From an optimization exercise on the open Yosys and OpenROAD flow, aimed at small area and a short achievable clock period; shortcuts taken in it are not production practice. RTL that was checked went through simulation tests only; none was proved equivalent to the original. Only the layout flow was run in run 8; the RTL was not checked for function there. Power is estimated from default activity; no workload was simulated.

==> flow/design.v (outline; a module is shown in full before it is edited, if it fits) <==
// module mul8: 14 lines
// module mul16: 1100 lines
// module mul16_fa: 4 lines
// module mul16_cpa: 165 lines
// module mul16_xnor: 3 lines
module mul16(
    input clk,
    input logic[15:0] a,
    input logic[15:0] b,
    output logic[31:0] r
);
  // ...
==> flow/flow/run.sh <==
#!/bin/bash
set -uo pipefail
here=$(pwd)
export BUFFER_PORTS_ARGS="-buffer_cell sky130_fd_sc_hd__buf_4"
export PRE_RESIZE_TCL="$here/flow/outbuf.tcl"
bash standard.sh > standard.log 2>&1
==> flow/flow/outbuf.tcl <==
# Sourced by ORFS's resize.tcl before repair_design: the buffer that buffer_ports put on
# each output port becomes a sky130_fd_sc_hd__buf_1.
set n 0
foreach port [get_ports -filter "direction==output"] {
  set net [get_nets [get_full_name $port]]
  foreach pin [get_pins -of_objects $net -filter "direction==output"] {
    set inst [get_cells -of_objects $pin]
    if {[get_property $inst ref_name] eq "sky130_fd_sc_hd__buf_4"} {
      replace_cell $inst sky130_fd_sc_hd__buf_1
      incr n
    }
  }
}
puts "outbuf.tcl: $n output buffers made buf_1"
==> flow/standard.sh <==
#!/bin/bash
# synth_recipe.tcl (not shown) runs the flow's synth.tcl, then flattens the netlist and writes it again
# the make line also repeats each setting of config.mk as NAME=value (left out here)
make -C /OpenROAD-flow-scripts/flow DESIGN_CONFIG=/design/flow/config.mk WORK_HOME=/design/flow/orfs CLKGATE_MAP_FILE= SYNTH_SCRIPT=/design/flow/synth_recipe.tcl "${@:-finish}"
==> flow/config.mk <==
export PLATFORM = sky130hd
export DESIGN_NAME = mul16
export DESIGN_NICKNAME = mul16
export VERILOG_FILES = /design/flow/design.v
export SDC_FILE = /design/flow/constraint.sdc
export NUM_CORES = 4
export LEC_CHECK = 0
export CAP_MARGIN = 20
export CORE_MARGIN = 2
export CORE_UTILIZATION = 40
export CTS_BUF_LIST = sky130_fd_sc_hd__clkbuf_8
export CTS_CLUSTER_SIZE = 12
export SETUP_SLACK_MARGIN = 2.25
export SLEW_MARGIN = 20
export SYNTH_HIERARCHICAL = 1
export SYNTH_MINIMUM_KEEP_SIZE = 0
==> flow/constraint.sdc <==
create_clock -name core_clock -period 5.5 [get_ports {clk}]
set_input_delay 1.1000 -clock core_clock [delete_from_list [all_inputs] [get_ports {clk}]]
set_output_delay 1.1000 -clock core_clock [all_outputs]
set_load 0.01 [all_outputs]
==> impl_results.md, run 1 <==
- Met3 wire length: between 1000 and 1500 um
- Final worst setup slack: ~2.3 ns
- Clk buf depth: 2
- FF-to-FF End: r[30]
- Routability cong.: 0.836
- RSZ-0062 raised after global routing: true
- Post-layout nets: 1,050
- Outcome: timing/DRC/antenna clean
- Residual DRC: 0
- FF-to-FF setup slack: ~2.3 ns
- Setup crit end: q[48]
- Vias in the first global route: between 6,000 and 7,000
- Initial DRC Count: about 370
- Max-slew headroom: slightly below 60%
- Signal inverters: 10
- Final HPWL DP: approximately 15,000 um
- Total of max-cap violations: 0
- Met2 WL post-DR: between 9000 and 10,000 um
- CP Data Required Time: 5.78 ns
- Critical path launch point: a[2]
- Syn_nets: approximately 1,100
- Seq area share: a little over a fifth
- H-tree levels: 3
- Clock latency (worst-skew pair): roughly 0.40 ns
- Final setup viols: 0
- Crit path depth: 7
- ANT nets after route: 0
- Top routing layer in use: met4
- Most common cell after layout, fill and taps aside: nand2_1
- Fin crit share: between 50% and 60%
- Initial DRT Pass Iterations: 4
- TritonCTS Sinks: approximately 100
- Gr ovfl total: 0
- Wirelength, routed: between 15,000 and 20,000 um
- Max reg flops: 72
- CP cell instances: buf_4, nand2_1, fa_2, fa_2, fa_2, fa_1, fa_1
- Largest net degree at the start of global routing: 20
- GR Util met2: between 20% and 30%
- Worst vdd rail ir drop: between 0.3 and 0.4 mV
- Die Height: 152 um
==> run 2: changes to the inputs <==
--- a/flow/config.mk
+++ b/flow/config.mk
@@ -11,5 +11,5 @@
 export CTS_BUF_LIST = sky130_fd_sc_hd__clkbuf_8
 export CTS_CLUSTER_SIZE = 12
-export SETUP_SLACK_MARGIN = 2.25
+export SETUP_SLACK_MARGIN = 2.5
 export SLEW_MARGIN = 20
 export SYNTH_HIERARCHICAL = 1
==> impl_results.md, run 2 <==
- Mean post-synth cell area: 10.9 um^2 (unchanged)
- WL per Instance: 19.1 um (was 18.5 um)
- P_leak: 3.91 nW (was 3.39 nW)
- Syn_nets: 1,063 (unchanged)
- Initial DRT Pass Iterations: 4 (unchanged)
- Layout Utilization: 49.3% (was 43.9%)
- Vias per cell: 5.12 (was 5.06)
- WHS: 0.368 ns (was 0.366 ns)
- Routability cong.: 0.829 (was 0.836)
- Final hold vios: 0 (unchanged)
- ANT nets after route: 0 (unchanged)
- Max reg flops: 72 (unchanged)
- Layout Cells excl Fill: 1,122 (was 1,077)
- Met1 Track Usage GR: 24.8% (was 25.2%)
- Vias in the first global route: 6,023 (was 6,075)
- Seq. cell area: 0.00208 mm^2 (unchanged)
- Cell count after synthesis: 805 (unchanged)
- Post-layout nets: 1,095 (was 1,050)
- H-tree levels: 3 (unchanged)
- Post-Syn Area: 0.00876 mm^2 (unchanged)
- Worst EP arrival: 3.45 ns (was 3.48 ns)
- Clock latency (worst-skew pair): 0.40 ns (about the same)
- Die Height: 152 um (unchanged)
- CP Data Required Time: 5.79 ns (was 5.78 ns)
- Core Area: 0.0217 mm^2 (unchanged)
- Final setup viols: 0 (unchanged)
- TritonCTS clock tree: done (unchanged)
- Hold Crit Class: register to register (unchanged)
- P&R area growth vs syn: 22.0% (was 8.77%)
- Top delay family on crit path: adder cells (unchanged)
- TritonCTS Sinks: 104 (unchanged)
- Most used routing layer: met2 (unchanged)
- Largest net degree at the start of global routing: 19 (was 20)
- Total of max-cap violations: 0 (unchanged)
- Initial Utilization: 40.4% (unchanged)
- Initial antenna violation count: 0 (unchanged)
- Skew final: 0.0209 ns (was 0.0165 ns)
- Final HPWL DP: 14,700 um (about the same)
- Placed cell count: 1,060 (unchanged)
- Fin Setup TNS: 0 ns (unchanged)
- Port Buffer Count: 64 (unchanged)
- Gr ovfl total: 0 (unchanged)
- Root buf cell: clkbuf_8 (unchanged)
- Num CTS Buffers: 9 (unchanged)
- RSZ-0062 raised after global routing: true (unchanged)
- Ys Warns: 7 (unchanged)
- Worst Path Max Fanout: 4 (was 16)
- Multi-input gate area: 0.00668 mm^2 (was 0.00646 mm^2)
- Max-slew violation count: 0 (unchanged)
- Most frequent cells in the layout: nand2_1, fa_2, dfxtp_1 (was nand2_1, fa_1, dfxtp_1)
- Share of layout cells above drive strength 1: 32.7% (was 21.2%)
- Num rows: 54 (unchanged)
- Clk buf depth: 2 (unchanged)
- Largest register by flop count: q (unchanged)
- Clk slew on worst S/H paths: 0.12 ns (was 0.11 ns)
- Max-slew headroom: 70.6% (was 58.3%)
- Crit. End Element: register (unchanged)
- GR Util met2: 29.7% (was 29.1%)
- CP max stage cell: fa_1 (unchanged)
- Leading registers by flop count: q (72), r (32) (unchanged)
- Critical Path Max Stage Delay: 0.57 ns (was 0.50 ns)
- Residual DRC: 0 (unchanged)
- Tmin final: 3.16 ns (was 3.20 ns)
- Crit path buf inv count: 0 (was 1)
- Pwr/cell area: 565 mW/mm^2 (was 607 mW/mm^2)
- Slew of the pin with the lowest slew margin: 0.439 ns (was 0.623 ns)
- Filler instances: 1,900 (was 2,034)
- Most common cell after layout, fill and taps aside: nand2_1 (unchanged)
- Fin crit share: 57.4% (was 58.2%)
- Critical path class: register to register (was input port to register)
- Worst vdd rail ir drop: 0.364 mV (was 0.352 mV)
- Via count: 5,750 (was 5,448)
- Ant diodes: 0 (unchanged)
- First-pass GRT wire length: 32,700 um (was 32,800 um)
- Most numerous cell on the critical path: fa_1 (was fa_2)
- CP cell instances: fa_1, fa_1, ha_4, a21oi_2, o211ai_1, a22oi_2, o21ai_1, a31o_2, a221o_1, xnor2_2 (was buf_4, nand2_1, fa_2, fa_2, fa_2, fa_1, fa_1)
- Die ar.: 0.0231 mm^2 (unchanged)
- Die W: 152 um (unchanged)
- Initial DRC Count: 376 (was 366)
- Wirelength, routed: 21,400 um (was 19,900 um)
- Overall routing resource usage: 18.3% (was 18.4%)
- Critical path startpoint category: register (was input port)
- Max frequency: 317 MHz (was 312 MHz)
- Met3 Track Usage GR: 4.08% (was 4.71%)
- Outcome: timing/DRC/antenna clean (unchanged)
- Io pins: 65 (unchanged)
## run 2: layout make-up
class                      instances  share of cell area (%)
timing repair buffer             110                    12.4
multi-input combinational        602                    62.5
clock inverter                     6                   0.702
clock buffer                      10                    1.29
tap                              280                    3.28
sequential                       104                    19.5
inverter                          10                   0.351
## run 2: worst register-to-register path, cell delays in order (launching register included)
cell and delay, ns:
dfxtp_2 0.33, fa_1 0.49, fa_1 0.57, ha_4 0.23, a21oi_2 0.13, o211ai_1 0.20, a22oi_2 0.23, o21ai_1 0.10
a31o_2 0.28, a221o_1 0.35, xnor2_2 0.16
## run 2: timing repair
action	4_1_cts	5_1_grt
gates resized for setup	95	57
hold buffers	0	0
pin swaps	10	36
endpoints found under the setup margin	33	27
setup buffers	5	39
cloned	0	2
## run 2: worst paths after layout
kind,start,to,slack [ns],depth (start not counted)
max reg2reg,q[36],r[30],2.34,10
min reg2reg,q[4],r[4],0.37,1
min,q[4],r[4],0.37,1
max,q[36],r[30],2.34,10
## run 2: power breakdown
| group | total, mW | internal, mW | switching, mW | leakage (nW) |
|---|---|---|---|---|
| sequential | 1.31 | 1.17 | 0.140 | 0.875 |
| combinational | 4.21 | 2.11 | 2.10 | 2.93 |
| clock | 0.525 | 0.229 | 0.296 | 0.105 |
## run 2: metal layers
metal  share of wire [%]  up-vias  routed length (um)
li1                    -     2501                   -
met1                  42     2999                9040
met2                  49      221               10500
met3                 7.0       29                1510
met4                 1.8        0                 381
met5                   0        -                   0
## run 2: stage by stage
stage          setup slack (ns)  instance area [um^2]  power, mW
6_report                   2.34                 10700       6.04
5_1_grt                    2.19                 10700       6.70
4_1_cts                    2.37                 10000       5.93
3_5_place_dp               1.80                  9370       5.21
3_3_place_gp               1.84                  9490       5.25
2_1_floorplan              2.01                  9730       4.97
==> run 3: changes to the inputs <==
--- a/flow/config.mk
+++ b/flow/config.mk
@@ -8,8 +8,8 @@
 export CAP_MARGIN = 20
 export CORE_MARGIN = 2
-export CORE_UTILIZATION = 40
+export CORE_UTILIZATION = 45
 export CTS_BUF_LIST = sky130_fd_sc_hd__clkbuf_8
 export CTS_CLUSTER_SIZE = 12
-export SETUP_SLACK_MARGIN = 2.5
+export SETUP_SLACK_MARGIN = 2.0
 export SLEW_MARGIN = 20
 export SYNTH_HIERARCHICAL = 1
==> impl_results.md, run 3 <==
- Outcome: timing/DRC/antenna clean (unchanged)
- Final HPWL DP: 15,000 um (was 14,700 um)
- Leading registers by flop count: q (72), r (32) (unchanged)
- Initial DRT Pass Iterations: 5 (was 4)
- Most common cell after layout, fill and taps aside: nand2_1 (unchanged)
- Worst EP arrival: 3.53 ns (was 3.45 ns)
- Critical path launch point: a[3] (was q[36])
- Fin crit share: 59.5% (was 57.4%)
- Ys Warns: 7 (unchanged)
- Worst Path Max Fanout: 16 (was 4)
- DP Area: 0.00904 mm^2 (was 0.00937 mm^2)
- Slew of the pin with the lowest slew margin: 0.635 ns (was 0.439 ns)
- TritonCTS Sinks: 104 (unchanged)
- Pwr/cell area: 603 mW/mm^2 (was 565 mW/mm^2)
- Fin Setup TNS: 0 ns (unchanged)
- Overall routing resource usage: 21.1% (was 18.3%)
- Mean post-synth cell area: 10.9 um^2 (unchanged)
- RSZ-0062 raised after global routing: false (was true)
- Post-Syn Area: 0.00876 mm^2 (unchanged)
- Most frequent cells in the layout: nand2_1, fa_1, dfxtp_1 (was nand2_1, fa_2, dfxtp_1)
- P_leak: 3.36 nW (was 3.91 nW)
- Critical path startpoint category: input port (was register)
- Clk buf depth: 2 (unchanged)
- Ant diodes: 0 (unchanged)
- Total of max-cap violations: 0 (unchanged)
- TritonCTS clock tree: done (unchanged)
- Residual DRC: 0 (unchanged)
- Final setup viols: 0 (unchanged)
- Skew final: 0.0114 ns (was 0.0209 ns)
- Max-slew headroom: 57.5% (was 70.6%)
- Worst r2r src: q[36] (unchanged)
- Cell count after synthesis: 805 (unchanged)
- Num rows: 51 (was 54)
- Num CTS Buffers: 9 (unchanged)
- Critical path class: input port to register (was register to register)
- Post-layout nets: 1,049 (was 1,095)
- Die Height: 144 um (was 152 um)
- Hold Crit Class: register to register (unchanged)
- H-tree levels: 3 (unchanged)
- Filler instances: 1,807 (was 1,900)
- Routability cong.: 0.865 (was 0.829)
- Vias per cell: 5.16 (was 5.12)
- Port Buffer Count: 64 (unchanged)
- Max-slew violation count: 0 (unchanged)
- Initial antenna violation count: 0 (unchanged)
- Initial DRC Count: 326 (was 376)
- ANT nets after route: 0 (unchanged)
- Worst vdd rail ir drop: 0.407 mV (was 0.364 mV)
- Largest net degree at the start of global routing: 18 (was 19)
- Core Area: 0.0193 mm^2 (was 0.0217 mm^2)
- Crit. End Element: register (unchanged)
- Io pins: 65 (unchanged)
- Final hold vios: 0 (unchanged)
- Tot Pwr: 5.58 mW (was 6.04 mW)
- Gr ovfl total: 0 (unchanged)
- Clock latency (worst-skew pair): 0.38 ns (was 0.40 ns)
- Die W: 144 um (was 152 um)
- Via count: 5,473 (was 5,750)
- Die ar.: 0.0206 mm^2 (was 0.0231 mm^2)
- Max frequency: 305 MHz (was 317 MHz)
- WL per Instance: 18.6 um (was 19.1 um)
- Tmin final: 3.27 ns (was 3.16 ns)
- Initial Utilization: 45.4% (was 40.4%)
- Clk slew on worst S/H paths: 0.10 ns (was 0.12 ns)
- Max reg flops: 72 (unchanged)
- Vias in the first global route: 6,086 (was 6,023)
- Largest register by flop count: q (unchanged)
- Wirelength, routed: 19,700 um (was 21,400 um)
- Worst hold stages: 1 (unchanged)
- Hold path start: q[2] (was q[4])
- Syn_nets: 1,063 (unchanged)
- First-pass GRT wire length: 32,600 um (was 32,700 um)
- R2R depth: 10 (unchanged)
- Share of layout cells above drive strength 1: 12.3% (was 32.7%)
- Root buf cell: clkbuf_8 (unchanged)
- CP Data Required Time: 5.76 ns (was 5.79 ns)
- Design area: 0.00925 mm^2 (was 0.0107 mm^2)
- P&R area growth vs syn: 5.64% (was 22.0%)
[run 3: final timing paths]
path	endpoint	slack, ns
setup / recovery	q[18]	2.23
hold / removal	r[2]	0.37
setup reg to reg	r[30]	2.24
hold reg to reg	r[2]	0.37
[run 3: stage by stage]
step / setup WS, ns / instances / utilization, % / hold slack, ns
floorplan: 1.96 / 805 / - / 0.338
global placement: 1.86 / 1045 / 47.6 / 0.342
detailed placement: 1.84 / 1045 / 46.9 / 0.342
CTS: 2.12 / 1061 / 48.0 / 0.367
global route: 2.05 / 1061 / 48.0 / 0.380
finish: 2.23 / 1061 / 48.0 / 0.365
[run 3: worst max-delay path, cell delays in order]
cell     delay [ns]
buf_4          0.22
nand2_1        0.12
fa_2           0.42
fa_2           0.40
fa_2           0.35
fa_1           0.51
fa_1           0.41
[run 3: repair_timing]
action                                  in CTS  in global routing
endpoints found under the setup margin       0                  1
gates resized for setup                      0                  1
hold buffers                                 0                  0
buffers inserted                             0                  0
[run 3: cell type report]
class                           instances  area (um^2)  area share, %
Clock buffer                           10          138           1.49
Clock inverter                          6         66.3          0.717
Inverter                               10         37.5          0.406
Multi-Input combinational cell        602         6240           67.4
Sequential cell                       104         2080           22.5
Tap cell                              265          332           3.58
Timing Repair Buffer                   64          360           3.89
[run 3: per-layer routing]
metal / share of wire (%) / track usage [%] / vias to the layer above / wire length, um
met1: 43 / 29.2 / 2843 / 8540
met4: 1.8 / 5.99 / 0 / 357
met3: 7.6 / 5.36 / 21 / 1490
met5: 0 / 0 / - / 0
li1: - / - / 2400 / -
met2: 47 / 33.2 / 209 / 9320
[run 3: where the power goes]
| group | switching, mW | internal (mW) | total, mW | leakage (nW) |
|---|---|---|---|---|
| clock network | 0.271 | 0.225 | 0.496 | 0.107 |
| registers | 0.130 | 1.17 | 1.30 | 0.875 |
| logic | 1.99 | 1.80 | 3.79 | 2.38 |
==> run 4: changes to the inputs <==
--- a/flow/config.mk
+++ b/flow/config.mk
@@ -8,5 +8,5 @@
 export CAP_MARGIN = 20
 export CORE_MARGIN = 2
-export CORE_UTILIZATION = 45
+export CORE_UTILIZATION = 35
 export CTS_BUF_LIST = sky130_fd_sc_hd__clkbuf_8
 export CTS_CLUSTER_SIZE = 12
==> impl_results.md, run 4 <==
- Max-slew headroom: 61.9% (was 57.5%)
- CP max stage cell: fa_1 (unchanged)
- Critical Path Max Stage Delay: 0.51 ns (about the same)
- Fin Setup TNS: 0 ns (unchanged)
- Num CTS Buffers: 9 (unchanged)
- Vias per cell: 4.87 (was 5.16)
- Crit. End Element: register (unchanged)
- Slew of the pin with the lowest slew margin: 0.569 ns (was 0.635 ns)
- Ant diodes: 0 (unchanged)
- Residual DRC: 0 (unchanged)
- Max reg flops: 72 (unchanged)
- Max frequency: 307 MHz (was 305 MHz)
- Initial Utilization: 35.8% (was 45.4%)
- Final HPWL DP: 15,000 um (about the same)
- Tot Pwr: 5.59 mW (was 5.58 mW)
- Final hold vios: 0 (unchanged)
- Critical path class: input port to register (unchanged)
- Die Height: 162 um (was 144 um)
- Port Buffer Count: 64 (unchanged)
- Clock latency (worst-skew pair): 0.39 ns (was 0.38 ns)
- Crit path buf inv count: 1 (unchanged)
- Via count: 5,449 (was 5,473)
- WL per Instance: 17.8 um (was 18.6 um)
- TritonCTS Sinks: 104 (unchanged)
- TritonCTS clock tree: done (unchanged)
- Most common cell after layout, fill and taps aside: nand2_1 (unchanged)
- Mean post-synth cell area: 10.9 um^2 (unchanged)
- Clk buf depth: 2 (unchanged)
- Gr ovfl total: 0 (unchanged)
- Critical path startpoint category: input port (unchanged)
- Worst Path Max Fanout: 16 (unchanged)
- Seq. cell area: 0.00208 mm^2 (unchanged)
- Worst vdd rail ir drop: 0.452 mV (was 0.407 mV)
- Hold Crit Class: register to register (unchanged)
- Post-layout nets: 1,049 (unchanged)
- Die W: 162 um (was 144 um)
- Core Area: 0.0245 mm^2 (was 0.0193 mm^2)
- Most numerous cell on the critical path: fa_2 (unchanged)
- Worst EP arrival: 3.53 ns (about the same)
- Max-slew violation count: 0 (unchanged)
- Final setup viols: 0 (unchanged)
- Clk slew on worst S/H paths: 0.10 ns (about the same)
- Top delay family on crit path: adder cells (unchanged)
- Initial DRC Count: 380 (was 326)
- Filler instances: 2,408 (was 1,807)
- Tmin final: 3.26 ns (was 3.27 ns)
- Vias in the first global route: 5,995 (was 6,086)
- Multi-input gate area: 0.00624 mm^2 (unchanged)
- RSZ-0062 raised after global routing: false (unchanged)
- Skew final: 0.0166 ns (was 0.0114 ns)
- Ys Warns: 7 (unchanged)
- Io pins: 65 (unchanged)
- Wirelength, routed: 20,000 um (was 19,700 um)
- P_leak: 3.36 nW (about the same)
- Overall routing resource usage: 16.4% (was 21.1%)
- P&R area growth vs syn: 6.60% (was 5.64%)
- First-pass GRT wire length: 32,800 um (was 32,600 um)
- Leading registers by flop count: q (72), r (32) (unchanged)
- Post-Syn Area: 0.00876 mm^2 (unchanged)
- Initial antenna violation count: 0 (unchanged)
- Die ar.: 0.0263 mm^2 (was 0.0206 mm^2)
- H-tree levels: 3 (unchanged)
- # hold bufs at CTS: 0 (unchanged)
- Num rows: 57 (was 51)
- CP Data Required Time: 5.77 ns (was 5.76 ns)
- Cell count after synthesis: 805 (unchanged)
- Syn_nets: 1,063 (unchanged)
- Largest net degree at the start of global routing: 19 (was 18)
- ANT nets after route: 0 (unchanged)
- Pwr/cell area: 599 mW/mm^2 (was 603 mW/mm^2)
- Root buf cell: clkbuf_8 (unchanged)
- Outcome: timing/DRC/antenna clean (unchanged)
- CP cell instances: buf_4, nand2_1, fa_2, fa_2, fa_2, fa_1, fa_1 (unchanged)
- Largest register by flop count: q (unchanged)
- Most frequent cells in the layout: nand2_1, fa_1, dfxtp_1 (unchanged)
- Fin crit share: 59.2% (was 59.5%)
- Initial DRT Pass Iterations: 5 (unchanged)
- Total of max-cap violations: 0 (unchanged)
- Routability cong.: 0.831 (was 0.865)
- Share of layout cells above drive strength 1: 12.3% (unchanged)
## run 4: where the power goes
group	switching [mW]	internal [mW]	leakage (nW)	total, mW
Sequential	0.147	1.17	0.875	1.32
Clock	0.286	0.230	0.103	0.516
Combinational	1.97	1.79	2.38	3.76
Total	2.41	3.19	3.36	5.59
## run 4: what timing repair did
action                     CTS  global route
hold endpoints to repair     0             0
setup buffers                0             0
gates resized for setup      0             1
setup endpoints to repair    0             1
## run 4: through the flow
step	cells	util, %	hold slack [ns]	worst slack [ns]	cell area [um^2]
floorplan	805	-	0.338	1.96	9260
global placement	1104	37.8	0.341	1.87	9240
detailed placement	1104	37.3	0.341	1.81	9120
CTS	1120	38.1	0.351	2.15	9330
global route	1120	38.2	0.367	2.08	9340
finish	1120	38.2	0.354	2.24	9340
## run 4: path summary, 6_finish.rpt
check,start,slack [ns],cells past startpoint,end
max,a[2],2.24,7,q[48]
min reg2reg,q[4],0.35,1,r[4]
max reg2reg,q[44],2.29,10,r[30]
min,q[4],0.35,1,r[4]
## run 4: final cells by class
type                            instances  share of cell area, %
Timing Repair Buffer                   64                   3.86
Sequential cell                       104                   22.3
Clock buffer                           10                   1.47
Multi-Input combinational cell        602                   66.8
Inverter                               10                  0.402
Tap cell                              324                   4.34
Clock inverter                          6                  0.817
## run 4: worst reg2reg max path, delay by kind of cell, from the launching register on
kind	cells	cell delay, ns
AOI/OAI and AO/OA	6	1.30
xor gates and xnor gates	1	0.18
DFF	1	0.33
adders and majority gates	3	1.33
## run 4: layer usage
layer	GRT usage (%)	wire length (um)
met4	4.51	264
met5	0	0
met1	23.0	8760
met2	25.8	9210
met3	3.80	1730
==> run 5: changes to the inputs <==
--- a/flow/config.mk
+++ b/flow/config.mk
@@ -8,5 +8,5 @@
 export CAP_MARGIN = 20
 export CORE_MARGIN = 2
-export CORE_UTILIZATION = 35
+export CORE_UTILIZATION = 40
 export CTS_BUF_LIST = sky130_fd_sc_hd__clkbuf_8
 export CTS_CLUSTER_SIZE = 12
==> impl_results.md, run 5 <==
- Vias in the first global route: 5,967 (was 5,995)
- Mean post-synth cell area: 10.9 um^2 (unchanged)
- Wirelength, routed: 19,100 um (was 20,000 um)
- # hold bufs at CTS: 0 (unchanged)
- Most common cell after layout, fill and taps aside: nand2_1 (unchanged)
- Skew final: 0.0114 ns (was 0.0166 ns)
- Max-slew headroom: 61.7% (was 61.9%)
- Io pins: 65 (unchanged)
- First-pass GRT wire length: 31,400 um (was 32,800 um)
- Max reg flops: 72 (unchanged)
- Cell count after synthesis: 805 (unchanged)
- Initial Utilization: 40.4% (was 35.8%)
- Pwr/cell area: 598 mW/mm^2 (was 599 mW/mm^2)
- Core Area: 0.0217 mm^2 (was 0.0245 mm^2)
- Final hold vios: 0 (unchanged)
- Die Height: 152 um (was 162 um)
- Tmin final: 3.30 ns (was 3.26 ns)
- Initial antenna violation count: 0 (unchanged)
- Post-layout nets: 1,049 (unchanged)
- Worst Path Max Fanout: 4 (was 16)
- Share of layout cells above drive strength 1: 12.2% (was 12.3%)
- Leading registers by flop count: q (72), r (32) (unchanged)
- Crit. End Element: register (unchanged)
- TritonCTS clock tree: done (unchanged)
- Critical path startpoint category: register (was input port)
- Num CTS Buffers: 9 (unchanged)
- Outcome: timing/DRC/antenna clean (unchanged)
- Ys Warns: 7 (unchanged)
- Clock latency (worst-skew pair): 0.39 ns (about the same)
- Placed cell count: 1,060 (was 1,104)
- Initial DRT Pass Iterations: 5 (unchanged)
- Routability cong.: 0.810 (was 0.831)
- Worst vdd rail ir drop: 0.331 mV (was 0.452 mV)
- P_leak: 3.36 nW (about the same)
- Hold Crit Class: register to register (unchanged)
- Num rows: 54 (was 57)
- Total of max-cap violations: 0 (unchanged)
- Ant diodes: 0 (unchanged)
- Final HPWL DP: 14,300 um (was 15,000 um)
- Setup bufs post-CTS: 0 (unchanged)
- Max frequency: 303 MHz (was 307 MHz)
- Die W: 152 um (was 162 um)
- P&R area growth vs syn: 5.87% (was 6.60%)
- Post-cts resize count: 0 (unchanged)
- Gr ovfl total: 0 (unchanged)
- Root buf cell: clkbuf_8 (unchanged)
- Via count: 5,382 (was 5,449)
- Residual DRC: 0 (unchanged)
- Fin Setup TNS: 0 ns (unchanged)
- DP Area: 0.00906 mm^2 (was 0.00912 mm^2)
- ANT nets after route: 0 (unchanged)
- Layout Cells excl Fill: 1,076 (was 1,120)
- TritonCTS Sinks: 104 (unchanged)
- RSZ-0062 raised after global routing: false (unchanged)
- Max-slew violation count: 0 (unchanged)
- Design area: 0.00927 mm^2 (was 0.00934 mm^2)
- Syn_nets: 1,063 (unchanged)
- Largest net degree at the start of global routing: 20 (was 19)
- Initial DRC Count: 304 (was 380)
- Post-Syn Area: 0.00876 mm^2 (unchanged)
- Slew of the pin with the lowest slew margin: 0.573 ns (was 0.569 ns)
- Critical path class: register to register (was input port to register)
- WHS: 0.366 ns (was 0.354 ns)
- Overall routing resource usage: 17.4% (was 16.4%)
- Die ar.: 0.0231 mm^2 (was 0.0263 mm^2)
- Worst EP arrival: 3.60 ns (was 3.53 ns)
- Tot Pwr: 5.55 mW (was 5.59 mW)
- Port Buffer Count: 64 (unchanged)
- Final setup viols: 0 (unchanged)
- Fin crit share: 60.0% (was 59.2%)
- Clk slew on worst S/H paths: 0.11 ns (was 0.10 ns)
- WL per Instance: 17.8 um (about the same)
- Largest register by flop count: q (unchanged)
- Most frequent cells in the layout: nand2_1, fa_1, dfxtp_1 (unchanged)
- Vias per cell: 5.00 (was 4.87)
- H-tree levels: 3 (unchanged)
- Clk buf depth: 2 (unchanged)
- CP Data Required Time: 5.79 ns (was 5.77 ns)
[run 5: critical path: stages, from the launching register on]
cell	delay (ns)
dfxtp_1	0.33
fa_1	0.56
fa_1	0.42
ha_1	0.36
a21oi_1	0.16
o211ai_1	0.19
a22oi_1	0.31
o21ai_1	0.12
a31o_2	0.30
a221o_1	0.33
xnor2_1	0.13
[run 5: area by class of cell]
| cell class | instances | area (um^2) |
|---|---|---|
| multi-input combinational | 602 | 6230 |
| tap | 280 | 350 |
| sequential | 104 | 2080 |
| clock inverter | 7 | 86.3 |
| timing repair buffer | 64 | 360 |
| clock buffer | 9 | 124 |
| fill | 2069 | 12400 |
| inverter | 10 | 37.5 |
[run 5: routing by layer]
layer  GRT usage (%)  up-vias  share of wire, %  routed length, um
li1                -     2402                 -                  -
met1            23.7     2757                45               8610
met2            27.4      195                46               8740
met3            4.28       28               7.1               1360
met4            6.10        0               2.3                433
met5               0        -                 0                  0
[run 5: through the flow]
step	utilization [%]	setup slack (ns)
2_1_floorplan	-	1.96
3_3_place_gp	42.3	1.84
3_5_place_dp	41.8	1.82
4_1_cts	42.8	2.17
5_1_grt	42.8	2.01
6_report	42.8	2.20
[run 5: path summary, 6_finish.rpt]
kind / cells after the start / from / slack (ns) / end
worst min-delay path: 1 / q[5] / 0.37 / r[5]
worst min register to register: 1 / q[5] / 0.37 / r[5]
worst max-delay path: 10 / q[36] / 2.20 / r[30]
worst max register to register: 10 / q[36] / 2.20 / r[30]
[run 5: report_power, final]
| group | total (mW) | switching [mW] | internal, mW |
|---|---|---|---|
| registers | 1.30 | 0.130 | 1.17 |
| clock network | 0.513 | 0.292 | 0.221 |
| logic | 3.73 | 1.95 | 1.78 |
| total | 5.55 | 2.38 | 3.17 |
==> run 6: changes to the inputs <==
--- a/flow/config.mk
+++ b/flow/config.mk
@@ -8,7 +8,7 @@
 export CAP_MARGIN = 20
 export CORE_MARGIN = 2
-export CORE_UTILIZATION = 40
-export CTS_BUF_LIST = sky130_fd_sc_hd__clkbuf_8
-export CTS_CLUSTER_SIZE = 12
+export CORE_UTILIZATION = 35
+export CTS_BUF_LIST = sky130_fd_sc_hd__clkbuf_16
+export CTS_CLUSTER_SIZE = 30
 export SETUP_SLACK_MARGIN = 2.0
 export SLEW_MARGIN = 20
==> impl_results.md, run 6 <==
- Critical path class: input port to register (was register to register)
- Hold Crit Class: register to register (unchanged)
- Clock latency (worst-skew pair): 0.36 ns (was 0.39 ns)
- Root buf cell: clkbuf_16 (was clkbuf_8)
- Largest net degree at the start of global routing: 19 (was 20)
- Post-layout nets: 1,049 (unchanged)
- Num CTS Buffers: 9 (unchanged)
- RSZ-0062 raised after global routing: false (unchanged)
- Crit. End Element: register (unchanged)
- Initial antenna violation count: 0 (unchanged)
- Vias in the first global route: 5,987 (was 5,967)
- Most common cell after layout, fill and taps aside: nand2_1 (unchanged)
- Worst vdd rail ir drop: 0.454 mV (was 0.331 mV)
- Gr ovfl total: 0 (unchanged)
- Most frequent cells in the layout: nand2_1, fa_1, dfxtp_1 (unchanged)
- DP Area: 0.00912 mm^2 (was 0.00906 mm^2)
- Routability cong.: 0.831 (was 0.810)
- Clk slew on worst S/H paths: 0.07 ns (was 0.11 ns)
- Wirelength, routed: 19,900 um (was 19,100 um)
- Outcome: timing/DRC/antenna clean (unchanged)
- Mean post-synth cell area: 10.9 um^2 (unchanged)
- Die ar.: 0.0263 mm^2 (was 0.0231 mm^2)
- Final HPWL DP: 15,000 um (was 14,300 um)
- Clk buf depth: 2 (unchanged)
- Ant diodes: 0 (unchanged)
- Max-slew headroom: 61.8% (was 61.7%)
- P&R area growth vs syn: 7.64% (was 5.87%)
- Die W: 162 um (was 152 um)
- Via count: 5,468 (was 5,382)
- Design area: 0.00943 mm^2 (was 0.00927 mm^2)
- Cell count after synthesis: 805 (unchanged)
- First-pass GRT wire length: 32,800 um (was 31,400 um)
- Worst r2r src: q[44] (was q[36])
- Vias per cell: 4.88 (was 5.00)
- Worst Path Max Fanout: 16 (was 4)
- Final setup viols: 0 (unchanged)
- WL per Instance: 17.8 um (about the same)
- Port Buffer Count: 64 (unchanged)
- TritonCTS clock tree: done (unchanged)
- Final worst setup slack: 2.20 ns (about the same)
- Largest register by flop count: q (unchanged)
- Die Height: 162 um (was 152 um)
- Max-slew violation count: 0 (unchanged)
- Slew of the pin with the lowest slew margin: 0.571 ns (was 0.573 ns)
- Worst EP arrival: 3.53 ns (was 3.60 ns)
- Tmin final: 3.30 ns (about the same)
- Critical path startpoint category: input port (was register)
- Leading registers by flop count: q (72), r (32) (unchanged)
- Placed cell count: 1,104 (was 1,060)
- CP Data Required Time: 5.73 ns (was 5.79 ns)
- Overall routing resource usage: 16.4% (was 17.4%)
- TritonCTS Sinks: 104 (unchanged)
- Pwr/cell area: 608 mW/mm^2 (was 598 mW/mm^2)
- Setup bufs post-CTS: 0 (unchanged)
- Total of max-cap violations: 0 (unchanged)
- Initial Utilization: 35.8% (was 40.4%)
- Ys Warns: 7 (unchanged)
- Max frequency: 303 MHz (about the same)
- Skew final: 0.0101 ns (was 0.0114 ns)
- Fin crit share: 59.9% (was 60.0%)
- Post-Syn Area: 0.00876 mm^2 (unchanged)
- Hold path start: q[4] (was q[5])
- Layout Utilization: 38.5% (was 42.8%)
- Residual DRC: 0 (unchanged)
- Final hold vios: 0 (unchanged)
- H-tree levels: 3 (unchanged)
- WHS: 0.354 ns (was 0.366 ns)
- Layout Cells excl Fill: 1,120 (was 1,076)
- Critical path launch point: a[2] (was q[36])
- Max reg flops: 72 (unchanged)
- Share of layout cells above drive strength 1: 12.2% (unchanged)
- Tot Pwr: 5.74 mW (was 5.55 mW)
- Core Area: 0.0245 mm^2 (was 0.0217 mm^2)
- Syn_nets: 1,063 (unchanged)
- Initial DRC Count: 334 (was 304)
- Io pins: 65 (unchanged)
- Num rows: 57 (was 54)
- Initial DRT Pass Iterations: 5 (unchanged)
- ANT nets after route: 0 (unchanged)
- Fin Setup TNS: 0 ns (unchanged)
- DP Worst Slack: 1.81 ns (was 1.82 ns)
- P_leak: 3.40 nW (was 3.36 nW)
[run 6: power by group]
group          switching, mW  internal [mW]  total, mW
Combinational           1.97           1.79       3.76
Sequential             0.146           1.17       1.32
Clock                  0.302          0.359      0.661
Total                   2.42           3.32       5.74
[run 6: path summary, 6_finish.rpt]
| path | cells after the start | slack [ns] | endpoint |
|---|---|---|---|
| setup / recovery | 7 | 2.20 | q[48] |
| hold / removal | 1 | 0.35 | r[4] |
| setup reg to reg | 10 | 2.30 | r[30] |
| hold reg to reg | 1 | 0.35 | r[4] |
[run 6: layout make-up]
class / count / area [um^2]
sequential: 104 / 2080
fill: 2405 / 15000
clock inverter: 7 / 80.1
clock buffer: 9 / 225
multi-input combinational: 602 / 6240
inverter: 10 / 37.5
tap: 324 / 405
timing repair buffer: 64 / 360
[run 6: per-layer routing]
layer / vias up / GRT usage (%) / wire length [um]
met4: 0 / 4.59 / 280
met1: 2813 / 23.1 / 8810
li1: 2400 / - / -
met2: 228 / 25.7 / 9290
met5: - / 0 / 0
met3: 27 / 3.68 / 1560
[run 6: worst max-delay path, cell delays in order]
cell	delay, ns
buf_4	0.22
nand2_1	0.12
fa_2	0.41
fa_2	0.38
fa_2	0.35
fa_1	0.51
fa_1	0.42
[run 6: timing repair]
item,in CTS,in global routing
hold buffers,0,0
setup endpoints to repair,0,1
resized for setup,0,1
==> run 7: changes to the inputs <==
--- a/flow/config.mk
+++ b/flow/config.mk
@@ -9,6 +9,6 @@
 export CORE_MARGIN = 2
 export CORE_UTILIZATION = 35
-export CTS_BUF_LIST = sky130_fd_sc_hd__clkbuf_16
-export CTS_CLUSTER_SIZE = 30
+export CTS_BUF_LIST = sky130_fd_sc_hd__clkbuf_4 sky130_fd_sc_hd__clkbuf_8
+export CTS_CLUSTER_SIZE = 8
 export SETUP_SLACK_MARGIN = 2.0
 export SLEW_MARGIN = 20
==> impl_results.md, run 7 <==
- Outcome: timing/DRC/antenna clean (unchanged)
- Fin Setup TNS: 0 ns (unchanged)
- Cell count after synthesis: 805 (unchanged)
- Max reg flops: 72 (unchanged)
- Root buf cell: clkbuf_8 (was clkbuf_16)
- Routability cong.: 0.831 (unchanged)
- Placed cell count: 1,104 (unchanged)
- Total of max-cap violations: 0 (unchanged)
- Wirelength, routed: 20,000 um (was 19,900 um)
- CP max stage cell: fa_1 (unchanged)
- Fin crit share: 59.2% (was 59.9%)
- Max frequency: 307 MHz (was 303 MHz)
- Initial antenna violation count: 0 (unchanged)
- Num CTS Buffers: 9 (unchanged)
- WL per Instance: 17.8 um (about the same)
- Die W: 162 um (unchanged)
- Clock latency (worst-skew pair): 0.39 ns (was 0.36 ns)
- Setup bufs post-CTS: 0 (unchanged)
- Critical path class: input port to register (unchanged)
- Die Height: 162 um (unchanged)
- Pwr/cell area: 599 mW/mm^2 (was 608 mW/mm^2)
- Worst EP arrival: 3.53 ns (about the same)
- Syn_nets: 1,063 (unchanged)
- H-tree levels: 3 (unchanged)
- Vias in the first global route: 5,995 (was 5,987)
- RSZ-0062 raised after global routing: false (unchanged)
- Num rows: 57 (unchanged)
- Ant diodes: 0 (unchanged)
- Critical Path Max Stage Delay: 0.51 ns (about the same)
- Overall routing resource usage: 16.4% (about the same)
- Skew final: 0.0166 ns (was 0.0101 ns)
- Most numerous cell on the critical path: fa_2 (unchanged)
- TritonCTS Sinks: 104 (unchanged)
- Port Buffer Count: 64 (unchanged)
- Largest register by flop count: q (unchanged)
- Initial DRT Pass Iterations: 5 (unchanged)
- Worst Path Max Fanout: 16 (unchanged)
- Share of layout cells above drive strength 1: 12.3% (was 12.2%)
- Max-slew violation count: 0 (unchanged)
- Crit path depth: 7 (unchanged)
- Initial Utilization: 35.8% (unchanged)
- Residual DRC: 0 (unchanged)
- TritonCTS clock tree: done (unchanged)
- Post-layout nets: 1,049 (unchanged)
- Final hold vios: 0 (unchanged)
- Max-slew headroom: 61.9% (was 61.8%)
- DP Area: 0.00912 mm^2 (unchanged)
- Slew of the pin with the lowest slew margin: 0.569 ns (was 0.571 ns)
- Clk slew on worst S/H paths: 0.10 ns (was 0.07 ns)
- Final setup viols: 0 (unchanged)
- Tot Pwr: 5.59 mW (was 5.74 mW)
- Crit path buf inv count: 1 (unchanged)
- Most common cell after layout, fill and taps aside: nand2_1 (unchanged)
- Most frequent cells in the layout: nand2_1, fa_1, dfxtp_1 (unchanged)
- Via count: 5,449 (was 5,468)
- Worst vdd rail ir drop: 0.452 mV (was 0.454 mV)
- CP Data Required Time: 5.77 ns (was 5.73 ns)
- P&R area growth vs syn: 6.60% (was 7.64%)
- Initial DRC Count: 380 (was 334)
- Crit. End Element: register (unchanged)
- Mean post-synth cell area: 10.9 um^2 (unchanged)
- P_leak: 3.36 nW (was 3.40 nW)
- ANT nets after route: 0 (unchanged)
- CP cell instances: buf_4, nand2_1, fa_2, fa_2, fa_2, fa_1, fa_1 (unchanged)
- Vias per cell: 4.87 (was 4.88)
- First-pass GRT wire length: 32,800 um (about the same)
- Ys Warns: 7 (unchanged)
- Critical path startpoint category: input port (unchanged)
- Gr ovfl total: 0 (unchanged)
- Post-Syn Area: 0.00876 mm^2 (unchanged)
- Top delay family on crit path: adder cells (unchanged)
- Leading registers by flop count: q (72), r (32) (unchanged)
- Design area: 0.00934 mm^2 (was 0.00943 mm^2)
- Largest net degree at the start of global routing: 19 (unchanged)
- Core Area: 0.0245 mm^2 (unchanged)
- Clk buf depth: 2 (unchanged)
- Die ar.: 0.0263 mm^2 (unchanged)
- Final HPWL DP: 15,000 um (unchanged)
- Tmin final: 3.26 ns (was 3.30 ns)
- Worst hold stages: 1 (unchanged)
- Layout Cells excl Fill: 1,120 (unchanged)
- Hold Crit Class: register to register (unchanged)
- R2R depth: 10 (unchanged)
- Io pins: 65 (unchanged)
## run 7: layout make-up
class / count / area (um^2)
Fill cell: 2408 / 15100
Clock inverter: 6 / 76.3
Clock buffer: 10 / 138
Multi-Input combinational cell: 602 / 6240
Timing Repair Buffer: 64 / 360
Sequential cell: 104 / 2080
Tap cell: 324 / 405
Inverter: 10 / 37.5
## run 7: power by group
group          switching, mW  total (mW)  internal (mW)
logic                   1.97        3.76           1.79
clock network          0.286       0.516          0.230
registers              0.147        1.32           1.17
## run 7: final timing paths
kind	to	from	slack, ns
hold / removal	r[4]	q[4]	0.35
hold reg to reg	r[4]	q[4]	0.35
setup reg to reg	r[30]	q[44]	2.29
setup / recovery	q[48]	a[2]	2.24
## run 7: timing repair
action / CTS / global route
hold buffers: 0 / 0
setup endpoints to repair: 0 / 1
resized for setup: 0 / 1
## run 7: stage by stage
| stage | util [%] | setup WS [ns] | hold WS, ns |
|---|---|---|---|
| floorplan | - | 1.96 | 0.338 |
| global placement | 37.8 | 1.87 | 0.341 |
| detailed placement | 37.3 | 1.81 | 0.341 |
| CTS | 38.1 | 2.15 | 0.351 |
| global route | 38.2 | 2.08 | 0.367 |
| finish | 38.2 | 2.24 | 0.354 |
## run 7: routing by layer
metal  routed length [um]  global-route usage [%]  part of all wire (%)
met2                 9210                    25.8                    46
met4                  264                    4.51                   1.3
met1                 8760                    23.0                    44
met5                    0                       0                     0
met3                 1730                    3.80                   8.6
==> module mul16_cpa, before the edit <==
module mul16_cpa(input [25:0] gi, input [25:0] pi, output [24:0] co);
    wire g0 = gi[0] | pi[0];
    wire p0 = pi[0];
    wire g1 = gi[1];
    wire p1 = pi[1];
    wire g2 = gi[2];
    wire p2 = pi[2];
    wire g3 = gi[3];
    wire p3 = pi[3];
    wire g4 = gi[4];
    wire p4 = pi[4];
    wire g5 = gi[5];
    wire p5 = pi[5];
    wire g6 = gi[6];
    wire p6 = pi[6];
    wire g7 = gi[7];
    wire p7 = pi[7];
    wire g8 = gi[8];
    wire p8 = pi[8];
    wire g9 = gi[9];
    wire p9 = pi[9];
    wire g10 = gi[10];
    wire p10 = pi[10];
    wire g11 = gi[11];
    wire p11 = pi[11];
    wire g12 = gi[12];
    wire p12 = pi[12];
    wire g13 = gi[13];
    wire p13 = pi[13];
    wire g14 = gi[14];
    wire p14 = pi[14];
    wire g15 = gi[15];
    wire p15 = pi[15];
    wire g16 = gi[16];
    wire p16 = pi[16];
    wire g17 = gi[17];
    wire p17 = pi[17];
    wire g18 = gi[18];
    wire p18 = pi[18];
    wire g19 = gi[19];
    wire p19 = pi[19];
    wire g20 = gi[20];
    wire p20 = pi[20];
    wire g21 = gi[21];
    wire p21 = pi[21];
    wire g22 = gi[22];
    wire p22 = pi[22];
    wire g23 = gi[23];
    wire p23 = pi[23];
    wire g24 = gi[24];
    wire p24 = pi[24];
    wire g25 = gi[25];
    wire p25 = pi[25];
    wire G1 = g1 | (p1 & g0);
    wire P1 = p1 & p0;
    wire G2 = g2 | (p2 & G1);
    wire P2 = p2 & P1;
    wire G3 = g3 | (p3 & G2);
    wire P3 = p3 & P2;
    wire G4 = g5 | (p5 & g4);
    wire P4 = p5 & p4;
    wire G5 = g6 | (p6 & G4);
    wire P5 = p6 & P4;
    wire G6 = g4 | (p4 & G3);
    wire P6 = p4 & P3;
    wire G7 = G4 | (P4 & G3);
    wire P7 = P4 & P3;
    wire G8 = G5 | (P5 & G3);
    wire P8 = P5 & P3;
    wire G9 = g8 | (p8 & g7);
    wire P9 = p8 & p7;
    wire G10 = g7 | (p7 & G8);
    wire P10 = p7 & P8;
    wire G11 = G9 | (P9 & G8);
    wire P11 = P9 & P8;
    wire G12 = g10 | (p10 & g9);
    wire P12 = p10 & p9;
    wire G13 = g11 | (p11 & G12);
    wire P13 = p11 & P12;
    wire G14 = g9 | (p9 & G11);
    wire P14 = p9 & P11;
    wire G15 = G12 | (P12 & G11);
    wire P15 = P12 & P11;
    wire G16 = G13 | (P13 & G11);
    wire P16 = P13 & P11;
    wire G17 = g13 | (p13 & g12);
    wire P17 = p13 & p12;
    wire G18 = g15 | (p15 & g14);
    wire P18 = p15 & p14;
    wire G19 = g16 | (p16 & G18);
    wire P19 = p16 & P18;
    wire G20 = g14 | (p14 & G17);
    wire P20 = p14 & P17;
    wire G21 = G18 | (P18 & G17);
    wire P21 = P18 & P17;
    wire G22 = G19 | (P19 & G17);
    wire P22 = P19 & P17;
    wire G23 = g18 | (p18 & g17);
    wire P23 = p18 & p17;
    wire G24 = g19 | (p19 & G23);
    wire P24 = p19 & P23;
    wire G25 = g20 | (p20 & G24);
    wire P25 = p20 & P24;
    wire G26 = g21 | (p21 & G25);
    wire P26 = p21 & P25;
    wire G27 = g23 | (p23 & g22);
    wire P27 = p23 & p22;
    wire G28 = g22 | (p22 & G26);
    wire P28 = p22 & P26;
    wire G29 = G27 | (P27 & G26);
    wire P29 = P27 & P26;
    wire G30 = g25 | (p25 & g24);
    wire P30 = p25 & p24;
    wire G31 = g24 | (p24 & G29);
    wire P31 = p24 & P29;
    wire G32 = G30 | (P30 & G29);
    wire P32 = P30 & P29;
    wire G33 = g17 | (p17 & G22);
    wire P33 = p17 & P22;
    wire G34 = G23 | (P23 & G22);
    wire P34 = P23 & P22;
    wire G35 = G24 | (P24 & G22);
    wire P35 = P24 & P22;
    wire G36 = G25 | (P25 & G22);
    wire P36 = P25 & P22;
    wire G37 = G26 | (P26 & G22);
    wire P37 = P26 & P22;
    wire G38 = G28 | (P28 & G22);
    wire P38 = P28 & P22;
    wire G39 = G29 | (P29 & G22);
    wire P39 = P29 & P22;
    wire G40 = G31 | (P31 & G22);
    wire P40 = P31 & P22;
    wire G41 = G32 | (P32 & G22);
    wire P41 = P32 & P22;
    wire G42 = g12 | (p12 & G16);
    wire P42 = p12 & P16;
    wire G43 = G17 | (P17 & G16);
    wire P43 = P17 & P16;
    wire G44 = G20 | (P20 & G16);
    wire P44 = P20 & P16;
    wire G45 = G21 | (P21 & G16);
    wire P45 = P21 & P16;
    wire G46 = G22 | (P22 & G16);
    wire P46 = P22 & P16;
    wire G47 = G33 | (P33 & G16);
    wire P47 = P33 & P16;
    wire G48 = G34 | (P34 & G16);
    wire P48 = P34 & P16;
    wire G49 = G35 | (P35 & G16);
    wire P49 = P35 & P16;
    wire G50 = G36 | (P36 & G16);
    wire P50 = P36 & P16;
    wire G51 = G37 | (P37 & G16);
    wire P51 = P37 & P16;
    wire G52 = G38 | (P38 & G16);
    wire P52 = P38 & P16;
    wire G53 = G39 | (P39 & G16);
    wire P53 = P39 & P16;
    wire G54 = G40 | (P40 & G16);
    wire P54 = P40 & P16;
    wire G55 = G41 | (P41 & G16);
    wire P55 = P41 & P16;
    assign co = {G54, G53, G52, G51, G50, G49, G48, G47, G46, G45, G44, G43, G42, G16, G15, G14, G11, G10, G8, G7, G6, G3, G2, G1, g0};
endmodule
==> run 8: changes to the inputs <==
--- a/flow/design.v
+++ b/flow/design.v
@@ -1204,81 +1204,57 @@
     wire G17 = g13 | (p13 & g12);
     wire P17 = p13 & p12;
-    wire G18 = g15 | (p15 & g14);
-    wire P18 = p15 & p14;
-    wire G19 = g16 | (p16 & G18);
-    wire P19 = p16 & P18;
-    wire G20 = g14 | (p14 & G17);
-    wire P20 = p14 & P17;
-    wire G21 = G18 | (P18 & G17);
-    wire P21 = P18 & P17;
-    wire G22 = G19 | (P19 & G17);
-    wire P22 = P19 & P17;
-    wire G23 = g18 | (p18 & g17);
-    wire P23 = p18 & p17;
-    wire G24 = g19 | (p19 & G23);
-    wire P24 = p19 & P23;
-    wire G25 = g20 | (p20 & G24);
-    wire P25 = p20 & P24;
-    wire G26 = g21 | (p21 & G25);
-    wire P26 = p21 & P25;
-    wire G27 = g23 | (p23 & g22);
-    wire P27 = p23 & p22;
-    wire G28 = g22 | (p22 & G26);
-    wire P28 = p22 & P26;
-    wire G29 = G27 | (P27 & G26);
-    wire P29 = P27 & P26;
-    wire G30 = g25 | (p25 & g24);
-    wire P30 = p25 & p24;
-    wire G31 = g24 | (p24 & G29);
-    wire P31 = p24 & P29;
-    wire G32 = G30 | (P30 & G29);
-    wire P32 = P30 & P29;
-    wire G33 = g17 | (p17 & G22);
-    wire P33 = p17 & P22;
-    wire G34 = G23 | (P23 & G22);
-    wire P34 = P23 & P22;
-    wire G35 = G24 | (P24 & G22);
-    wire P35 = P24 & P22;
-    wire G36 = G25 | (P25 & G22);
-    wire P36 = P25 & P22;
-    wire G37 = G26 | (P26 & G22);
-    wire P37 = P26 & P22;
-    wire G38 = G28 | (P28 & G22);
-    wire P38 = P28 & P22;
-    wire G39 = G29 | (P29 & G22);
-    wire P39 = P29 & P22;
-    wire G40 = G31 | (P31 & G22);
-    wire P40 = P31 & P22;
-    wire G41 = G32 | (P32 & G22);
-    wire P41 = P32 & P22;
-    wire G42 = g12 | (p12 & G16);
-    wire P42 = p12 & P16;
-    wire G43 = G17 | (P17 & G16);
-    wire P43 = P17 & P16;
-    wire G44 = G20 | (P20 & G16);
-    wire P44 = P20 & P16;
-    wire G45 = G21 | (P21 & G16);
-    wire P45 = P21 & P16;
-    wire G46 = G22 | (P22 & G16);
-    wire P46 = P22 & P16;
-    wire G47 = G33 | (P33 & G16);
-    wire P47 = P33 & P16;
-    wire G48 = G34 | (P34 & G16);
-    wire P48 = P34 & P16;
-    wire G49 = G35 | (P35 & G16);
-    wire P49 = P35 & P16;
-    wire G50 = G36 | (P36 & G16);
-    wire P50 = P36 & P16;
-    wire G51 = G37 | (P37 & G16);
-    wire P51 = P37 & P16;
-    wire G52 = G38 | (P38 & G16);
-    wire P52 = P38 & P16;
-    wire G53 = G39 | (P39 & G16);
-    wire P53 = P39 & P16;
-    wire G54 = G40 | (P40 & G16);
-    wire P54 = P40 & P16;
-    wire G55 = G41 | (P41 & G16);
-    wire P55 = P41 & P16;
-    assign co = {G54, G53, G52, G51, G50, G49, G48, G47, G46, G45, G44, G43, G42, G16, G15, G14, G11, G10, G8, G7, G6, G3, G2, G1, g0};
+    wire G18 = g14 | (p14 & G17);
+    wire P18 = p14 & P17;
+    wire G19 = g15 | (p15 & G18);
+    wire P19 = p15 & P18;
+    wire G20 = g12 | (p12 & G16);
+    wire P20 = p12 & P16;
+    wire G21 = G17 | (P17 & G16);
+    wire P21 = P17 & P16;
+    wire G22 = G18 | (P18 & G16);
+    wire P22 = P18 & P16;
+    wire G23 = G19 | (P19 & G16);
+    wire P23 = P19 & P16;
+    wire G24 = g17 | (p17 & g16);
+    wire P24 = p17 & p16;
+    wire G25 = g18 | (p18 & G24);
+    wire P25 = p18 & P24;
+    wire G26 = g19 | (p19 & G25);
+    wire P26 = p19 & P25;
+    wire G27 = g20 | (p20 & G26);
+    wire P27 = p20 & P26;
+    wire G28 = g21 | (p21 & G27);
+    wire P28 = p21 & P27;
+    wire G29 = g22 | (p22 & G28);
+    wire P29 = p22 & P28;
+    wire G30 = g23 | (p23 & G29);
+    wire P30 = p23 & P29;
+    wire G31 = g25 | (p25 & g24);
+    wire P31 = p25 & p24;
+    wire G32 = g24 | (p24 & G30);
+    wire P32 = p24 & P30;
+    wire G33 = G31 | (P31 & G30);
+    wire P33 = P31 & P30;
+    wire G34 = g16 | (p16 & G23);
+    wire P34 = p16 & P23;
+    wire G35 = G24 | (P24 & G23);
+    wire P35 = P24 & P23;
+    wire G36 = G25 | (P25 & G23);
+    wire P36 = P25 & P23;
+    wire G37 = G26 | (P26 & G23);
+    wire P37 = P26 & P23;
+    wire G38 = G27 | (P27 & G23);
+    wire P38 = P27 & P23;
+    wire G39 = G28 | (P28 & G23);
+    wire P39 = P28 & P23;
+    wire G40 = G29 | (P29 & G23);
+    wire P40 = P29 & P23;
+    wire G41 = G30 | (P30 & G23);
+    wire P41 = P30 & P23;
+    wire G42 = G32 | (P32 & G23);
+    wire P42 = P32 & P23;
+    wire G43 = G33 | (P33 & G23);
+    wire P43 = P33 & P23;
+    assign co = {G42, G41, G40, G39, G38, G37, G36, G35, G34, G23, G22, G21, G20, G16, G15, G14, G11, G10, G8, G7, G6, G3, G2, G1, g0};
 endmodule
 module mul16_xnor(input x, input y, output s);
--- a/flow/config.mk
+++ b/flow/config.mk
@@ -9,6 +9,6 @@
 export CORE_MARGIN = 2
 export CORE_UTILIZATION = 35
-export CTS_BUF_LIST = sky130_fd_sc_hd__clkbuf_4 sky130_fd_sc_hd__clkbuf_8
-export CTS_CLUSTER_SIZE = 8
+export CTS_BUF_LIST = sky130_fd_sc_hd__clkbuf_8
+export CTS_CLUSTER_SIZE = 12
 export SETUP_SLACK_MARGIN = 2.0
 export SLEW_MARGIN = 20
==> impl_results.md, run 8 <==
- Final hold vios: 0 (unchanged)
- Cell count after synthesis: 797 (was 805)
- Design area: 0.00936 mm^2 (was 0.00934 mm^2)
- Pint: 3.31 mW (was 3.19 mW)
- Largest net degree at the start of global routing: 18 (was 19)
- WL per Instance: 17.1 um (was 17.8 um)
- Filler instances: 2,424 (was 2,408)
- Skew final: 0.0132 ns (was 0.0166 ns)
- Via count: 5,435 (was 5,449)
- Num rows: 57 (unchanged)
- Tot Pwr: 5.77 mW (was 5.59 mW)
- Multi-input gate area: 0.00628 mm^2 (was 0.00624 mm^2)
- TritonCTS clock tree: done (unchanged)
- Worst Path Max Fanout: 3 (was 16)
- Initial Utilization: 35.8% (about the same)
- CP max stage cell: fa_2 (was fa_1)
- Clock Power Share: 7.7% (was 9.2%)
- Worst vdd rail ir drop: 0.488 mV (was 0.452 mV)
- Largest register by flop count: q (unchanged)
- Vias per cell: 4.87 (about the same)
- Post-layout nets: 1,045 (was 1,049)
- R2R depth: 12 (was 10)
- Overall routing resource usage: 15.3% (was 16.4%)
- Total of max-cap violations: 0 (unchanged)
- Vias in the first global route: 5,835 (was 5,995)
- Combinational Power Share: 69.6% (was 67.2%)
- Routability cong.: 0.824 (was 0.831)
- Share of layout cells above drive strength 1: 13.4% (was 12.3%)
- Final HPWL DP: 14,500 um (was 15,000 um)
- P_leak: 3.37 nW (was 3.36 nW)
- Clk slew on worst S/H paths: 0.10 ns (about the same)
- Psw: 2.45 mW (was 2.41 mW)
- DP Area: 0.00911 mm^2 (was 0.00912 mm^2)
- Placed cell count: 1,096 (was 1,104)
- Max-slew violation count: 0 (unchanged)
- Syn_nets: 1,055 (was 1,063)
- GR Util met2: 25.2% (was 25.8%)
- P&R area growth vs syn: 7.02% (was 6.60%)
- Critical path class: register to register (was input port to register)
- Worst r2r src: q[35] (was q[44])
- Worst EP arrival: 3.68 ns (was 3.53 ns)
- Max reg flops: 72 (unchanged)
- Initial DRC Count: 393 (was 380)
- Io pins: 65 (unchanged)
- Final setup viols: 0 (unchanged)
- Fin crit share: 61.6% (was 59.2%)
- Num CTS Buffers: 9 (unchanged)
- RSZ-0062 raised after global routing: false (unchanged)
- Critical path startpoint category: register (was input port)
- Initial antenna violation count: 0 (unchanged)
- Most frequent cells in the layout: nand2_1, fa_1, dfxtp_1 (unchanged)
- Post-Syn Area: 0.00875 mm^2 (was 0.00876 mm^2)
- Gr ovfl total: 0 (unchanged)
- Initial DRT Pass Iterations: 5 (unchanged)
- Max frequency: 295 MHz (was 307 MHz)
- Wirelength, routed: 19,100 um (was 20,000 um)
- First-pass GRT wire length: 30,900 um (was 32,800 um)
- Die W: 162 um (about the same)
- Critical path launch point: q[35] (was a[2])
- Port Buffer Count: 64 (unchanged)
- FF-to-FF setup slack: 2.11 ns (was 2.29 ns)
- Most used routing layer: met2 (unchanged)
- Mean post-synth cell area: 11.0 um^2 (was 10.9 um^2)
- Critical Path Max Stage Delay: 0.58 ns (was 0.51 ns)
- Core Area: 0.0245 mm^2 (unchanged)
- TritonCTS Sinks: 104 (unchanged)
- Met1 Track Usage GR: 19.7% (was 23.0%)
- Tmin final: 3.39 ns (was 3.26 ns)
- Met3 Track Usage GR: 3.45% (was 3.80%)
- Most common cell after layout, fill and taps aside: nand2_1 (unchanged)
- Die ar.: 0.0263 mm^2 (about the same)
- Residual DRC: 0 (unchanged)
- Clock latency (worst-skew pair): 0.39 ns (about the same)
- Root buf cell: clkbuf_8 (unchanged)
- Sequential share of power: 22.6% (was 23.5%)
- ANT nets after route: 0 (unchanged)
- Hold Crit Class: register to register (unchanged)
- CP cell instances: fa_1, fa_2, ha_4, and3_4, a221oi_4, nand4b_1, buf_6, nand2_2, a21bo_4, a31o_4, a21o_1, xnor2_1 (was buf_4, nand2_1, fa_2, fa_2, fa_2, fa_1, fa_1)
- Slew of the pin with the lowest slew margin: 0.414 ns (was 0.569 ns)
- H-tree levels: 3 (unchanged)
- Setup crit end: r[30] (was q[48])
- Ys Warns: 7 (unchanged)
- Die Height: 162 um (about the same)
- Fin Setup TNS: 0 ns (unchanged)
- Max-slew headroom: 72.1% (was 61.9%)
- Pwr/cell area: 616 mW/mm^2 (was 599 mW/mm^2)
- # hold bufs at CTS: 0 (unchanged)
- Layout Cells excl Fill: 1,116 (was 1,120)
- CP Data Required Time: 5.79 ns (was 5.77 ns)
- FF-to-FF End: r[30] (unchanged)
- Seq. cell area: 0.00208 mm^2 (about the same)
- Clk buf depth: 2 (unchanged)
- Switching Share: 42.5% (was 43.0%)
- Outcome: timing/DRC/antenna clean (unchanged)
- Ant diodes: 0 (unchanged)
- Leading registers by flop count: q (72), r (32) (unchanged)
- Crit. End Element: register (unchanged)
-- run 8: power groups by stage --
stage	Combinational, mW	Clock [mW]	Sequential (mW)
4_1_cts	3.85	0.473	1.31
5_1_grt	4.56	0.500	1.34
2_1_floorplan	3.49	0	1.36
3_5_place_dp	3.77	0	1.33
6_report	4.02	0.447	1.30
3_3_place_gp	3.82	0	1.33
-- run 8: through the flow --
stage               hold slack [ns]  setup slack (ns)  utilization, %
floorplan                     0.338              1.96               -
global placement              0.341              1.87            37.7
detailed placement            0.343              1.83            37.2
CTS                           0.356              2.01            38.0
global route                  0.372              2.01            38.3
finish                        0.362              2.11            38.3
-- run 8: worst max-delay path, delay by kind of cell (launching register included) --
kind                       cells  cell delay (ns)
adders and majority gates      3             1.29
buffers and inverters          1             0.13
DFF                            1             0.34
AOI/OAI and AO/OA              4             1.00
and+or+nand+nor                3             0.41
xor gates and xnor gates       1             0.12
-- run 8: final cells by class --
class                           count  share of cell area, %
Multi-Input combinational cell    597                   67.1
Sequential cell                   104                   22.3
Tap cell                          324                   4.33
Timing Repair Buffer               68                   4.21
Clock buffer                        9                   1.32
Clock inverter                      7                  0.535
Inverter                            7                  0.281
-- run 8: worst min-delay path by stage --
stage          cells after the start  from  endpoint  slack [ns]
4_1_cts                            1  q[3]      r[3]        0.36
3_3_place_gp                       1  q[1]      r[1]        0.34
5_1_grt                            1  q[3]      r[3]        0.37
2_1_floorplan                      1  q[0]      r[0]        0.34
3_5_place_dp                       1  q[4]      r[4]        0.34
6_report                           1  q[3]      r[3]        0.36
-- run 8: per-layer routing --
layer	vias to the layer above	wire length, um
met2	205	9430
met4	0	518
met3	27	1320
met5	-	0
li1	2381	-
met1	2822	7780
-- run 8: repair_timing --
action,in CTS,in global routing
setup buffers,0,4
pin swaps,0,6
gates resized for setup,2,7
setup endpoints to repair,1,4

==> port drivers added, routing unchanged <==
How much do the figures lean on ideal ports? The routed layouts below were timed once more, with nothing changed but the port constraints. Step 1 assumes that a clkbuf_16 drives the clock port and a buf_2 every other input. Step 2 adds t to the input delays and takes it off the output delays; t is the mean of the earliest and latest rising clock arrival at the registers after step 1. Input paths then give back, and output paths get back, about the clock's delay inside the block. a / b / c = ideal / step 1 / step 2; a / b = the first two.
| run | t (ns) | setup slack, ns | worst hold slack (ns) | worst register clock-pin slew, ns | worst slew at a driven data input, ns |
|---|---|---|---|---|---|
| run 1 | 0.429 | 2.298 / 2.300 / 1.871 | 0.366 / 0.366 / 0.366 | 0.11 / 0.11 | 0.04 |
| run 2 | 0.427 | 2.344 / 2.256 / 1.829 | 0.368 / 0.368 / 0.368 | 0.12 / 0.12 | 0.17 |
| run 3 | 0.415 | 2.226 / 2.229 / 1.814 | 0.365 / 0.365 / 0.365 | 0.10 / 0.10 | 0.04 |
| run 4 | 0.426 | 2.242 / 2.252 / 1.826 | 0.354 / 0.354 / 0.354 | 0.11 / 0.11 | 0.04 |
| run 5 | 0.429 | 2.198 / 2.198 / 1.821 | 0.366 / 0.366 / 0.366 | 0.11 / 0.11 | 0.04 |
| run 6 | 0.397 | 2.204 / 2.224 / 1.827 | 0.354 / 0.354 / 0.354 | 0.08 / 0.08 | 0.04 |
| run 7 | 0.426 | 2.242 / 2.252 / 1.826 | 0.354 / 0.354 / 0.354 | 0.11 / 0.11 | 0.04 |
| run 8 | 0.420 | 2.113 / 2.113 / 1.817 | 0.362 / 0.362 / 0.362 | 0.11 / 0.11 | 0.05 |
After both steps every run listed still meets setup and hold. The setup slack of run 2, which loses most, moves by -0.088 ns with the drivers and by -0.515 ns with both steps.
